Context: an optimization exercise on an open-source flow, tuned for small area and a short achievable clock period. The choices shown serve that exercise and are no tape-out recipe. RTL that was checked went through simulation tests only; none was proved equivalent to the original.

== run F ==
Design MAC, start of the top module:
module MAC(A,B,out,clk,reset);
	input [15:0] A,B;
	input clk,reset;
	output [35:0] out;
	reg [35:0] acc;
	wire [35:0] nxt;
	always @(posedge clk or posedge reset)
	begin
		if(reset)
			acc <= 36'd0;
		else
			acc <= nxt;
	end
	assign out = acc;
	wire [255:0] pp;
	genvar gi;
	generate for (gi = 0; gi < 16; gi = gi + 1) begin : ppg
		assign pp[16*gi+15:16*gi] = A & {16{B[gi]}};
	end endgenerate
	wire hs1;
	wire hc2;
	wire fs3;
	wire fc4;
	wire hs5;
	wire hc6;
	wire fs7;
	wire fc8;
	wire fs9;
	wire fc10;
	wire hs11;
	wire hc12;
	wire fs13;
	wire fc14;
	wire fs15;
	wire fc16;
	wire fs17;
	wire fc18;
	wire hs19;
	wire hc20;
	wire fs21;
	wire fc22;
	wire fs23;
	wire fc24;
	wire fs25;
	wire fc26;
	wire fs27;
	wire fc28;
	wire hs29;
	wire hc30;
	wire fs31;
	wire fc32;
	wire fs33;
	wire fc34;
	wire fs35;
	wire fc36;
	wire fs37;
	wire fc38;
	wire fs39;
	wire fc40;
	wire hs41;
	wire hc42;
	wire fs43;
	wire fc44;
	wire fs45;
	wire fc46;
	wire fs47;
	wire fc48;
	wire fs49;
	wire fc50;
	wire fs51;
	wire fc52;
	wire fs53;
	wire fc54;
	wire hs55;
	wire hc56;
	wire fs57;
	wire fc58;
	wire fs59;
	wire fc60;
	wire fs61;
	wire fc62;
	wire fs63;
	wire fc64;
	wire fs65;
	wire fc66;
	wire fs67;
	wire fc68;
	wire fs69;
	wire fc70;
	wire hs71;
	wire hc72;
	wire fs73;
	wire fc74;
	wire fs75;
	wire fc76;
	wire fs77;
	wire fc78;
	wire fs79;
	wire fc80;
	wire fs81;
	wire fc82;
	wire fs83;
	wire fc84;
	wire fs85;
	wire fc86;
	wire fs87;
	wire fc88;
	wire hs89;
	wire hc90;
	wire fs91;
	wire fc92;
	wire fs93;
	wire fc94;
	wire fs95;
	wire fc96;
	wire fs97;
	wire fc98;
	wire fs99;
	wire fc100;
	wire fs101;
	wire fc102;
	wire fs103;
	wire fc104;
	wire fs105;
	wire fc106;
	wire fs107;
	wire fc108;
	wire hs109;
	wire hc110;
	wire fs111;
	wire fc112;
	wire fs113;
	wire fc114;
	wire fs115;
	wire fc116;
	wire fs117;
	wire fc118;
	wire fs119;
	wire fc120;
	wire fs121;
	wire fc122;
	wire fs123;
	wire fc124;
	wire fs125;
	wire fc126;
  ...
Size: about 760 cells after synthesis, roughly 36 flip-flops, ~70 I/O pins, ~0.0088 mm^2 of cells after synthesis.
export LEC_CHECK = 0
export CAP_MARGIN = 20
export CORE_MARGIN = 2
export CORE_UTILIZATION = 40
export SLEW_MARGIN = 20
export SYNTH_HIERARCHICAL = 1
export SYNTH_MINIMUM_KEEP_SIZE = 0
create_clock -name core_clock -period 19.0 [get_ports {clk}]
standard.sh (not shown) runs the stock make flow with config.mk's settings and CLKGATE_MAP_FILE= SYNTH_SCRIPT=/design/flow/synth_recipe.tcl, a recipe that flattens the netlist after the stock synthesis.
==> flow/flow/run.sh <==
#!/bin/bash
# The standard layout (standard synthesis, floorplan, place, CTS, route), with repair_timing
# asked for a larger setup slack than 0 so that it keeps shortening the critical path.
# Each tool's full output is also kept by ORFS under orfs/logs/.
set -euo pipefail
MARGIN=$(cat flow/setup_margin.txt)
bash standard.sh SETUP_SLACK_MARGIN=$MARGIN finish > make_finish.log 2>&1
==> flow/flow/setup_margin.txt <==
10
Run F went all the way through synthesis, placement and routing and the layout is clean on timing, DRC and antenna.
diff inputs: run F => run B
==> flow/run.sh (new file) <==
#!/bin/bash
# synth_recipe.tcl (not shown) runs the flow's synth.tcl, then flattens the netlist and writes it again
# the make line also repeats each setting of config.mk as NAME=value (left out here)
make -C /OpenROAD-flow-scripts/flow DESIGN_CONFIG=/design/flow/config.mk WORK_HOME=/design/flow/orfs CLKGATE_MAP_FILE= SYNTH_SCRIPT=/design/flow/synth_recipe.tcl finish
removed: flow/flow/run.sh
removed: flow/flow/setup_margin.txt
removed: flow/standard.sh
### Flow results
The run showing the greater worst path required time is run F.
Diff run B..run F | fraction of area in registers | negligible
Run F → run B: top achievable clock speed dropped about 11%, synthesized cell count barely changed.
Run B vs run F: final standard cell count with taps included and fillers excluded down slightly
Of run F and run B, the higher sum of routed wire segments on met1 belongs to run B.
The hold slack number comes out higher for run F vs run B.
Changes observed in run B relative to run F: count of buffers not belonging to the clock network in the layout now smaller, final critical-path share of the clock period now larger.
Function was not checked in any run of this note: the RTL went through the layout flow alone.

== lane 1 ==
Another version of the RTL of MAC (not shown whole).
Size: about 730 cells after synthesis, roughly 36 flip-flops, ~70 I/O pins, about 8600 um2 of cells after synthesis.
Design MAC, start of the top module:
module MAC(A,B,out,clk,reset);
	input [15:0] A,B;
	input clk,reset;
	output [35:0] out;
	reg [35:0] acc;
	wire [35:0] nxt;
	always @(posedge clk or posedge reset)
	begin
		if(reset)
			acc <= 36'd0;
		else
			acc <= nxt;
	end
	assign out = acc;
	wire [255:0] pp;
	genvar gi;
	generate for (gi = 0; gi < 16; gi = gi + 1) begin : ppg
		assign pp[16*gi+15:16*gi] = A & {16{B[gi]}};
	end endgenerate
	wire hs1;
	wire hc2;
	wire fs3;
	wire fc4;
	wire hs5;
	wire hc6;
	wire fs7;
	wire fc8;
	wire fs9;
	wire fc10;
	wire hs11;
	wire hc12;
	wire fs13;
	wire fc14;
	wire fs15;
	wire fc16;
	wire fs17;
	wire fc18;
	wire hs19;
	wire hc20;
	wire fs21;
	wire fc22;
	wire fs23;
	wire fc24;
	wire fs25;
	wire fc26;
	wire fs27;
	wire fc28;
	wire hs29;
	wire hc30;
	wire fs31;
	wire fc32;
	wire fs33;
	wire fc34;
	wire fs35;
	wire fc36;
	wire fs37;
	wire fc38;
	wire fs39;
	wire fc40;
	wire hs41;
	wire hc42;
	wire fs43;
	wire fc44;
	wire fs45;
	wire fc46;
	wire fs47;
	wire fc48;
	wire fs49;
	wire fc50;
  ...
clock: 19.0 ns
lec_check: 0
cap_margin: 20
core_margin: 2
core_utilization: 40
slew_margin: 20
synth_hierarchical: 1
synth_minimum_keep_size: 0
tns_end_percent: 0
==> flow/flow/run.sh <==
#!/bin/bash
# The standard layout (standard synthesis, floorplan, place, CTS, route), with repair_timing
# asked for a larger setup slack than 0 so that it keeps shortening the critical path.
# Each tool's full output is also kept by ORFS under orfs/logs/.
set -euo pipefail
MARGIN=$(cat flow/setup_margin.txt)
bash standard.sh SETUP_SLACK_MARGIN=$MARGIN finish > make_finish.log 2>&1
==> flow/flow/setup_margin.txt <==
10
The following lists how lane 2 was set up differently from lane 1:
Settings: a deleted TNS_END_PERCENT that had been 0; a change of CORE_UTILIZATION from 40 to 65.
==> flow/flow/run.sh <==
#!/bin/bash
# The standard layout (standard synthesis, floorplan, place, CTS, route) with two changes:
# repair_timing is asked for a larger setup slack than 0 (flow/setup_margin.txt) so that it
# keeps shortening the critical path, and the port buffers that every input and output gets
# are sky130_fd_sc_hd__buf_1 (flow/port_buffer.txt) instead of the delay cell buffer_ports
# picks by default; repair_timing then sizes the ones on critical paths.
# Make's full output goes to make_finish.log; each tool's own log is under orfs/logs/.
set -euo pipefail
MARGIN=$(cat flow/setup_margin.txt)
PBUF=$(cat flow/port_buffer.txt)
bash standard.sh SETUP_SLACK_MARGIN=$MARGIN "BUFFER_PORTS_ARGS=-buffer_cell $PBUF" finish > make_finish.log 2>&1
==> flow/flow/port_buffer.txt (new file) <==
sky130_fd_sc_hd__buf_1
==> summary.txt <==
Comparing lane 2 and lane 1, final weighted congestion in routability-driven placement is lower on lane 2.
[compare] base=lane 1 new=lane 2: number of buffer cells added on primary ports did not really move, hold path depth comparable, fraction of the cycle the final worst path needs went down 0.26 points, wire length saw a decrease.
Between lane 2 and lane 1, it is lane 2 whose number of placed instances with taps included is lower, by about 10%.
Against lane 1, lane 2 reports a core utilization that is higher.
Measured slew at the worst slew-check pin up 0.16 ns in lane 2 wrt lane 1
Modified inputs, lane 3 compared to lane 2
==> flow/flow/setup_margin.txt <==
11
Findings:
The flow did not stop early for lane 3: all stages ran, and the layout cleared the timing, DRC and antenna checks.
Lane 2 | status: complete | timing, DRC, antenna: pass
In lane 3 the number of post-CTS setup repair buffers turned out 17 higher than in lane 2.
Compared with lane 2, in lane 3 cell count went up about 3%, fraction of area in clock buffers and inverters lost 0.31 points, maximum root-to-sink buffer count has remained practically unchanged, final wirelength increased 12%.
On clock insertion delay at the later pin of the skew report, lane 3 and lane 2 are neck and neck.
Against lane 2 as the reference, lane 3 delivers a higher area occupied by multi-input gates.

[afterwards: timing with drivers on the ports]
The results above use ideal ports. As a check the final layouts listed here were re-extracted and re-timed, cells and wires unchanged. Step 1: set_driving_cell puts a clkbuf_16 on clk and a buf_2 on each other input, an assumption about the parent block. Step 2 also shifts input and output timing later by t, the mid clock arrival at the registers, as if the neighbouring blocks saw the same clock. Slacks: ideal / step 1 / step 2; pairs: ideal / step 1.
run	t, ns	setup WS [ns]	worst register clock-pin slew, ns
run F	0.344	10.110 / 10.126 / 9.782	0.08 / 0.08
run B	0.330	9.005 / 9.020 / 8.691	0.06 / 0.06
lane 1	0.345	10.138 / 10.159 / 9.814	0.07 / 0.07
lane 2	0.339	10.188 / 10.195 / 9.857	0.07 / 0.07
lane 3	0.342	10.580 / 10.548 / 10.206	0.08 / 0.08
After both steps setup and hold are still met in every run listed. For lane 3, which loses most, drivers alone change the setup slack by -0.032 ns; drivers and shift together by -0.374 ns.
